Context: an optimization exercise on an open-source flow, tuned for small area, a short achievable clock period and few clock cycles per item. The choices shown serve that exercise and are no tape-out recipe.
The RTL of this run was laid out without a check of its function.
No activity file was given, so power comes from the tool's default toggle rates.

==> flow/design.v <==
module SET (rst,clk,en,central,radius,mode,busy,valid,candidate);
    input   rst;
    input   clk;
    input   en;
    input   [23:0]central;
    input   [11:0]radius;
    input   [1:0]mode;
    output    busy;
    output    valid;
    output   [7:0]candidate;
    reg  [1:0] ph;
    reg        valid_r;
    always @(posedge clk or posedge rst) begin
        if (rst) begin
            ph      <= 2'd0;
            valid_r <= 1'b0;
        end else begin
            if (en)
                ph <= 2'd1;
            else if (ph == 2'd2)
                ph <= 2'd0;
            else if (ph != 2'd0)
                ph <= ph + 2'd1;
            valid_r <= (ph == 2'd1);
        end
    end
    assign busy  = (ph != 2'd0);
    assign valid = valid_r;
    wire [3:0] ax = central[23:20], ay = central[19:16], ar = radius[11:8];
    wire [3:0] bx = central[15:12], by = central[11:8],  br = radius[7:4];
    wire [3:0] cx = central[7:4],   cy = central[3:0],   cr = radius[3:0];
    function [79:0] prof;
        input [3:0] r;
        begin
            case (r)
                4'd0: prof = 80'h84210842108421084200;
                4'd1: prof = 80'h84210842108421084001;
                4'd2: prof = 80'h84210842108421080022;
                4'd3: prof = 80'h84210842108421000843;
                4'd4: prof = 80'h84210842108420010c64;
                4'd5: prof = 80'h84210842108400321085;
                4'd6: prof = 80'h842108421080064294a6;
                4'd7: prof = 80'h842108421000c85318c7;
                4'd8: prof = 80'h8421084200194c639ce8;
                4'd9: prof = 80'h8421084004298e842109;
                4'd10: prof = 80'h84210800863a1094a52a;
                4'd11: prof = 80'h84210010c74252a5294b;
                4'd12: prof = 80'h84200218e84a94b5ad6c;
                4'd13: prof = 80'h840053212a52d8c6318d;
                4'd14: prof = 80'h800a74254b631ad6b5ae;
                4'd15: prof = 80'h014e952d8c6b5ce739cf;
            endcase
        end
    endfunction
    function [3:0] absdiff;
        input [3:0] p, q;
        begin
            absdiff = (p > q) ? (p - q) : (q - p);
        end
    endfunction
    function [7:0] rowmask;
        input [3:0] x0;
        input [4:0] w;
        reg [5:0] lo, hi;
        integer x;
        begin
            lo = {2'b00, x0} - {2'b00, w[3:0]};    
            hi = {2'b00, x0} + {2'b00, w[3:0]};
            for (x = 1; x <= 8; x = x + 1)
                rowmask[x-1] = ~w[4] & (lo[5] | (lo[4:0] <= x)) & (hi >= x);
        end
    endfunction
    function [7:0] pick;
        input [1:0] m;
        input [7:0] a, b, c;
        begin
            case (m)
                2'd0: pick = a;
                2'd1: pick = a & b;
                2'd2: pick = a ^ b;
                default: pick = (a & b & ~c) | (a & ~b & c) | (~a & b & c);
            endcase
        end
    endfunction
    wire [79:0] pra = prof(ar);
    wire [79:0] prb = prof(br);
    wire [79:0] prc = prof(cr);
    wire [3:0] y0 = ph * 4 + 1;
    wire [4:0] wa0 = pra[5 * absdiff(ay, y0) +: 5];
    wire [4:0] wb0 = prb[5 * absdiff(by, y0) +: 5];
    wire [4:0] wc0 = prc[5 * absdiff(cy, y0) +: 5];
    wire [3:0] y1 = ph * 4 + 2;
    wire [4:0] wa1 = pra[5 * absdiff(ay, y1) +: 5];
    wire [4:0] wb1 = prb[5 * absdiff(by, y1) +: 5];
    wire [4:0] wc1 = prc[5 * absdiff(cy, y1) +: 5];
    wire [3:0] y2 = ph * 4 + 3;
    wire [4:0] wa2 = pra[5 * absdiff(ay, y2) +: 5];
    wire [4:0] wb2 = prb[5 * absdiff(by, y2) +: 5];
    wire [4:0] wc2 = prc[5 * absdiff(cy, y2) +: 5];
    wire [3:0] y3 = ph * 4 + 4;
    wire [4:0] wa3 = pra[5 * absdiff(ay, y3) +: 5];
    wire [4:0] wb3 = prb[5 * absdiff(by, y3) +: 5];
    wire [4:0] wc3 = prc[5 * absdiff(cy, y3) +: 5];
    reg  [31:0] hit;
    reg        first;
    always @(posedge clk) begin
        hit   <= {pick(mode, rowmask(ax, wa3), rowmask(bx, wb3), rowmask(cx, wc3)),
                  pick(mode, rowmask(ax, wa2), rowmask(bx, wb2), rowmask(cx, wc2)),
                  pick(mode, rowmask(ax, wa1), rowmask(bx, wb1), rowmask(cx, wc1)),
                  pick(mode, rowmask(ax, wa0), rowmask(bx, wb0), rowmask(cx, wc0))};
        first <= (ph == 2'd0);
    end
    reg  [5:0] acc;
    wire [5:0] accg = first ? 6'd0 : acc;
    wire s1 = hit[0] ^ hit[1] ^ hit[2];
    wire k1 = (hit[0] & hit[1]) | (hit[0] & hit[2]) | (hit[1] & hit[2]);
    wire s2 = hit[3] ^ hit[4] ^ hit[5];
    wire k2 = (hit[3] & hit[4]) | (hit[3] & hit[5]) | (hit[4] & hit[5]);
    wire s3 = hit[6] ^ hit[7] ^ hit[8];
    wire k3 = (hit[6] & hit[7]) | (hit[6] & hit[8]) | (hit[7] & hit[8]);
    wire s4 = hit[9] ^ hit[10] ^ hit[11];
    wire k4 = (hit[9] & hit[10]) | (hit[9] & hit[11]) | (hit[10] & hit[11]);
    wire s5 = hit[12] ^ hit[13] ^ hit[14];
    wire k5 = (hit[12] & hit[13]) | (hit[12] & hit[14]) | (hit[13] & hit[14]);
    wire s6 = hit[15] ^ hit[16] ^ hit[17];
    wire k6 = (hit[15] & hit[16]) | (hit[15] & hit[17]) | (hit[16] & hit[17]);
    wire s7 = hit[18] ^ hit[19] ^ hit[20];
    wire k7 = (hit[18] & hit[19]) | (hit[18] & hit[20]) | (hit[19] & hit[20]);
    wire s8 = hit[21] ^ hit[22] ^ hit[23];
    wire k8 = (hit[21] & hit[22]) | (hit[21] & hit[23]) | (hit[22] & hit[23]);
    wire s9 = hit[24] ^ hit[25] ^ hit[26];
    wire k9 = (hit[24] & hit[25]) | (hit[24] & hit[26]) | (hit[25] & hit[26]);
    wire s10 = hit[27] ^ hit[28] ^ hit[29];
    wire k10 = (hit[27] & hit[28]) | (hit[27] & hit[29]) | (hit[28] & hit[29]);
    wire s11 = hit[30] ^ hit[31] ^ accg[0];
    wire k11 = (hit[30] & hit[31]) | (hit[30] & accg[0]) | (hit[31] & accg[0]);
    wire s12 = s1 ^ s2 ^ s3;
    wire k12 = (s1 & s2) | (s1 & s3) | (s2 & s3);
    wire s13 = s4 ^ s5 ^ s6;
    wire k13 = (s4 & s5) | (s4 & s6) | (s5 & s6);
    wire s14 = s7 ^ s8 ^ s9;
    wire k14 = (s7 & s8) | (s7 & s9) | (s8 & s9);
    wire s15 = s10 ^ s11;
    wire k15 = s10 & s11;
    wire s16 = k1 ^ k2 ^ k3;
    wire k16 = (k1 & k2) | (k1 & k3) | (k2 & k3);
    wire s17 = k4 ^ k5 ^ k6;
    wire k17 = (k4 & k5) | (k4 & k6) | (k5 & k6);
    wire s18 = k7 ^ k8 ^ k9;
    wire k18 = (k7 & k8) | (k7 & k9) | (k8 & k9);
    wire s19 = k10 ^ k11 ^ accg[1];
    wire k19 = (k10 & k11) | (k10 & accg[1]) | (k11 & accg[1]);
    wire s20 = s12 ^ s13 ^ s14;
    wire k20 = (s12 & s13) | (s12 & s14) | (s13 & s14);
    wire s21 = k12 ^ k13 ^ k14;
    wire k21 = (k12 & k13) | (k12 & k14) | (k13 & k14);
    wire s22 = k15 ^ s16 ^ s17;
    wire k22 = (k15 & s16) | (k15 & s17) | (s16 & s17);
    wire s23 = s18 ^ s19;
    wire k23 = s18 & s19;
    wire s24 = k16 ^ k17 ^ k18;
    wire k24 = (k16 & k17) | (k16 & k18) | (k17 & k18);
    wire s25 = k19 ^ accg[2];
    wire k25 = k19 & accg[2];
    wire s26 = k20 ^ s21 ^ s22;
    wire k26 = (k20 & s21) | (k20 & s22) | (s21 & s22);
    wire s27 = k21 ^ k22 ^ k23;
    wire k27 = (k21 & k22) | (k21 & k23) | (k22 & k23);
    wire s28 = s24 ^ s25;
    wire k28 = s24 & s25;
    wire s29 = k24 ^ k25 ^ accg[3];
    wire k29 = (k24 & k25) | (k24 & accg[3]) | (k25 & accg[3]);
    wire s30 = k26 ^ s27 ^ s28;
    wire k30 = (k26 & s27) | (k26 & s28) | (s27 & s28);
    wire s31 = k27 ^ k28 ^ s29;
    wire k31 = (k27 & k28) | (k27 & s29) | (k28 & s29);
    wire s32 = k31 ^ k29 ^ accg[4];
    wire k32 = (k31 & k29) | (k31 & accg[4]) | (k29 & accg[4]);
    wire [6:0] ta = {1'b0, k32, s32, k30, s30, s26, s20};
    wire [6:0] tb = {1'b0, accg[5], 1'b0, s31, 1'b0, s23, s15};
    wire [6:0] sum = ta + tb;
    always @(posedge clk)
        acc <= sum[5:0];
    assign candidate = {1'b0, sum};
endmodule
==> flow/run.sh <==
#!/bin/bash
# synth_recipe.tcl (not shown) runs the flow's synth.tcl, then flattens the netlist and writes it again
# the make line also repeats each setting of config.mk as NAME=value (left out here)
make -C /OpenROAD-flow-scripts/flow DESIGN_CONFIG=/design/flow/config.mk WORK_HOME=/design/flow/orfs CLKGATE_MAP_FILE= SYNTH_SCRIPT=/design/flow/synth_recipe.tcl finish
==> flow/config.mk <==
export PLATFORM = sky130hd
export DESIGN_NAME = SET
export DESIGN_NICKNAME = SET
export VERILOG_FILES = /design/flow/design.v
export SDC_FILE = /design/flow/constraint.sdc
export NUM_CORES = 4
export LEC_CHECK = 0
export CAP_MARGIN = 20
export CORE_MARGIN = 2
export CORE_UTILIZATION = 40
export SETUP_SLACK_MARGIN = 2
export SLEW_MARGIN = 20
==> flow/constraint.sdc <==
create_clock -name core_clock -period 8.0 [get_ports {clk}]
set_input_delay 1.6000 -clock core_clock [delete_from_list [all_inputs] [get_ports {clk}]]
set_output_delay 1.6000 -clock core_clock [all_outputs]
set_load 0.01 [all_outputs]
==> results.py <==
metrics = {
    "timing": {
        "setup_viol": 0,
        "rsz0062_at_grt": "yes",
        "max_freq_ghz": 0.163,
        "finalSetupTns_ns": 0,
        "fin_skew_ns": 0.00864,
        "hold_viol_final": 0,
        "max_slew_margin_pct": 32.5,
        "tightest_slew_ns": 1.01,
        "fin_crit_sh_pct": 76.7,
        "drv_slew": 0,
        "period_minus_slack_ns": 6.13,
    },
    "clock_tree": {
        "cts_made_buffers": 5,
        "path_clk_slew_ns": 0.08,
        "clk-insertion-delay-late_ns": 0.32,
        "postCtsHoldBufs": 0,
        "clock_sinks": 42,
        "h-tree-depth": 2,
        "cts_buffer_depth": 2,
        "cts_root_buffer": "clkbuf_16",
        "cts_tree": "done",
    },
    "run": {
        "maxCapViolations": 0,
    },
    "setup_path": {
        "path_class": "input port to flip-flop",
        "path_depth": 25,
        "cp_max_fo": 7,
        "cpPeakStageDelay_ns": 0.50,
        "path_buf_inv": 5,
        "r2r_end": "hit[0]",
        "r2r_cells": 26,
        "worst_path_dominant_cell_family": "adder cells",
        "crit_path_end": "hit[0]",
        "startpoint": "central[10]",
        "reg2reg_slack_ns": 2.39,
        "worst_path_max_delay_cell": "or4_4",
        "end_kind": "flip-flop",
        "crit_arrival_ns": 6.29,
        "worstPathRequired_ns": 8.15,
        "rr_startpoint": "ph[0]",
        "cp-start-kind": "input port",
    },
    "routing": {
        "drc": 0,
        "wl_um": 71200,
        "drt_first_pass_iters": 6,
        "wl_per_cell_um": 20.3,
        "vias": 21500,
        "drt_iter0_markers": 2453,
        "antenna_left": 0,
        "viasPerCell": 6.14,
    },
    "logic_synthesis": {
        "ys_seq_elements": 42,
        "yosysSeqAreaShare_pct": 4.54,
        "syn-num-nets": 3051,
        "synth_edf_count": 0,
        "synth_ff_type": "dfxtp_1",
        "syn_inst": 2695,
        "synth_top_cell_by_area": "ha_1",
        "yosys_warnings": 1,
        "synth_cell_types": 110,
        "synth_area_leaders": "ha_1 17%, fa_1 6.8%, a21oi_1 6.2%, nor2_1 5.6%, o21ai_0 5.5%",
        "synthArstFlopShare_pct": 7.14,
        "synth_top_area_share_pct": 16.7,
        "synth_area_per_cell_sq_um": 6.99,
        "post_synth_instance_area_sq_mm": 0.0188,
    },
    "place": {
        "port_buffers": 49,
        "hpwl_um": 51000,
        "gp_congestion": 0.948,
    },
    "worst_hold_path": {
        "hold_depth": 3,
        "hold_class": "flip-flop to flip-flop",
    },
    "die": {
        "coreArea_sq_mm": 0.0466,
        "die_x_um": 221,
        "initial_core_util_pct": 40.4,
        "num_rows": 79,
        "fp.dieH_um": 221,
        "ios": 51,
        "die_area_sq_mm": 0.0488,
    },
    "global_routing": {
        "gr-total-overflow": 0,
        "gr-usage-all-layers_pct": 26.4,
        "grt_pass1_wl_um": 107000,
        "grt_pass1_vias": 19600,
        "antenna_found_initial": 0,
        "grt_max_degree": 68,
    },
    "power_and_ir_drop": {
        "powerDensity_mw_per_mm2": 435,
        "ir_drop_uv": 789,
        "finalPower_mw": 10.9,
        "power_leakage_nw": 10.5,
    },
    "cells_and_area": {
        "areaGrowthSynthToFinish_pct": 33.3,
        "drive_gt1_share_pct": 31.3,
        "fin_nets": 3256,
        "antenna_cells": 0,
    },
    "run_status": {
        "status": "timing/DRC/antenna clean",
    },
}
[cell usage in the layout (no fill, tap or decap), types with 15 or more instances in the layout]
cell             synthesis  routed
buf_4                    6     247
nand2_1                254     237
nor2_1                 280     236
inv_1                  238     203
a21oi_1                235     180
ha_1                   251     177
o21ai_0                207     136
mux2i_1                 97      78
a21oi_2                  4      49
o211ai_1                47      47
nand3_1                 50      45
fa_1                    64      41
a31oi_1                 43      39
nor3_1                  55      39
dfxtp_1                 39      39
ha_4                     0      38
o21ai_1                  8      37
ha_2                     0      36
o21ai_2                  1      31
a211oi_1                39      31
buf_6                    5      31
a21o_1                  31      29
o22ai_1                 42      29
nand2b_1                33      27
nor2_2                   0      26
xnor2_1                 44      26
mux2_2                  29      25
clkdlybuf4s50_1          0      25
fa_2                     0      23
inv_2                    3      22
o21bai_1                27      22
maj3_1                  20      19
nor2_4                   0      18
nor2b_1                 24      18
nor3_2                   4      16
nand3b_1                15      15
o21a_1                  20      15
[registers in the layout, indices dropped and copies added (netlist names)]
name,flops
hit,32
valid_r,1
ph,2
acc,6
first,1
[how the worst min path moves through the flow]
stage / startpoint / endpoint / slack (ns)
after global placement: acc[5] / acc[5] / 0.73
after detailed placement: ph[0] / valid_r / 0.74
after CTS: ph[0] / valid_r / 0.77
after floorplan: ph[0] / valid_r / 0.70
final: ph[1] / ph[1] / 0.72
after global routing: ph[1] / ph[1] / 0.77
[worst register-to-register path, stage by stage (launching register included)]
cell	delay, ns
dfrtp_1	0.38
inv_1	0.08
buf_4	0.34
ha_4	0.20
inv_2	0.04
fa_2	0.48
a32oi_4	0.39
mux2i_4	0.32
buf_12	0.14
buf_8	0.11
a21oi_2	0.04
nor2_1	0.12
nor3_2	0.05
a31oi_2	0.19
mux2i_2	0.14
buf_4	0.17
ha_4	0.16
fa_2	0.39
nor4b_4	0.34
o21ai_4	0.11
nand2b_4	0.19
o21bai_4	0.18
nor3_4	0.06
ha_2	0.18
or4_4	0.50
o21ai_2	0.08
a221oi_2	0.09
[cell usage after synthesis, types with 42 or more instances]
library cell,instances
a21oi_1,235
a31oi_1,43
clkbuf_1,104
fa_1,64
ha_1,251
inv_1,238
mux2i_1,97
nand2_1,254
nand3_1,50
nor2_1,280
nor3_1,55
o211ai_1,47
o21ai_0,207
o22ai_1,42
xnor2_1,44
[layer usage]
| metal | vias to the layer above | wire [um] | part of all wire (%) | global-route usage, % |
|---|---|---|---|---|
| met5 | - | 0 | 0 | 0 |
| met4 | 0 | 2540 | 3.6 | 9.48 |
| met3 | 165 | 4590 | 6.4 | 1.85 |
| met2 | 1019 | 34300 | 48 | 45.2 |
| met1 | 10300 | 29800 | 42 | 34.8 |
| li1 | 10000 | - | - | - |
[logic make-up after synthesis]
logic type | count (synthesis) | synth area share [%]
mux | 141 | 8.52
compound gates | 887 | 30.4
simple gates | 820 | 20.1
flops | 42 | 4.54
xor+xnor | 67 | 3.16
buf+inv | 396 | 8.32
fa+ha+maj | 341 | 24.9
other cells | 1 | 0.0199
[repair_timing]
item,in CTS,in global routing
pin swaps,79,191
resized for setup,321,430
setup endpoints to repair,36,36
hold endpoints to repair,0,0
buffers inserted,96,126
gates cloned,3,5
[power by group]
part / switching [mW] / internal (mW) / total, mW / leakage (nW)
Combinational: 5.62 / 4.64 / 10.3 / 10.1
Clock: 0.111 / 0.150 / 0.261 / 0.0819
Sequential: 0.0464 / 0.360 / 0.407 / 0.362
Total: 5.77 / 5.15 / 10.9 / 10.5
[per-stage QoR]
stage	hold WS, ns	cell area, sq um	setup WS (ns)	util [%]	instances
4_1_cts	0.770	22400	1.87	48.2	3377
3_5_place_dp	0.739	20200	0.242	43.5	3270
6_report	0.720	25100	1.87	53.9	3508
3_3_place_gp	0.733	20200	-0.00351	43.5	3270
5_1_grt	0.767	25100	1.68	53.9	3508
2_1_floorplan	0.695	19200	1.56	-	2695
[final cells by class]
class	instances	area, sq um
Fill cell	4270	21500
Multi-Input combinational cell	2259	19200
Timing Repair Buffer	348	3090
Inverter	244	1010
Sequential cell	42	856
Tap cell	607	759
Clock buffer	5	125
Clock inverter	3	48.8

[separate check: timing with driven ports]
Ports are ideal in the flow. The routed layout listed here was re-timed in OpenROAD. Step 1 (the two cells are an assumption about what drives the block):
set clk [get_ports {clk}]
set_driving_cell -lib_cell sky130_fd_sc_hd__clkbuf_16 $clk
set_driving_cell -lib_cell sky130_fd_sc_hd__buf_2 [delete_from_list [all_inputs] $clk]
Step 2 times the ports against the registers' clock, not the clock port: input delays grow and output delays shrink by t, the midpoint of the rising clock arrivals with the driver on. a / b / c = ideal ports / drivers / drivers and shift; a / b = the first two.
t, ns: 0.361
setup slack, ns: 1.867 / 1.855 / 1.494
latest minus earliest clock arrival (ns): 0.011 / 0.012
worst register clock-pin slew, ns: 0.08 / 0.08
After both steps this run still meets setup and hold. The setup slack of this run moves by -0.012 ns with the drivers and by -0.373 ns with both steps.
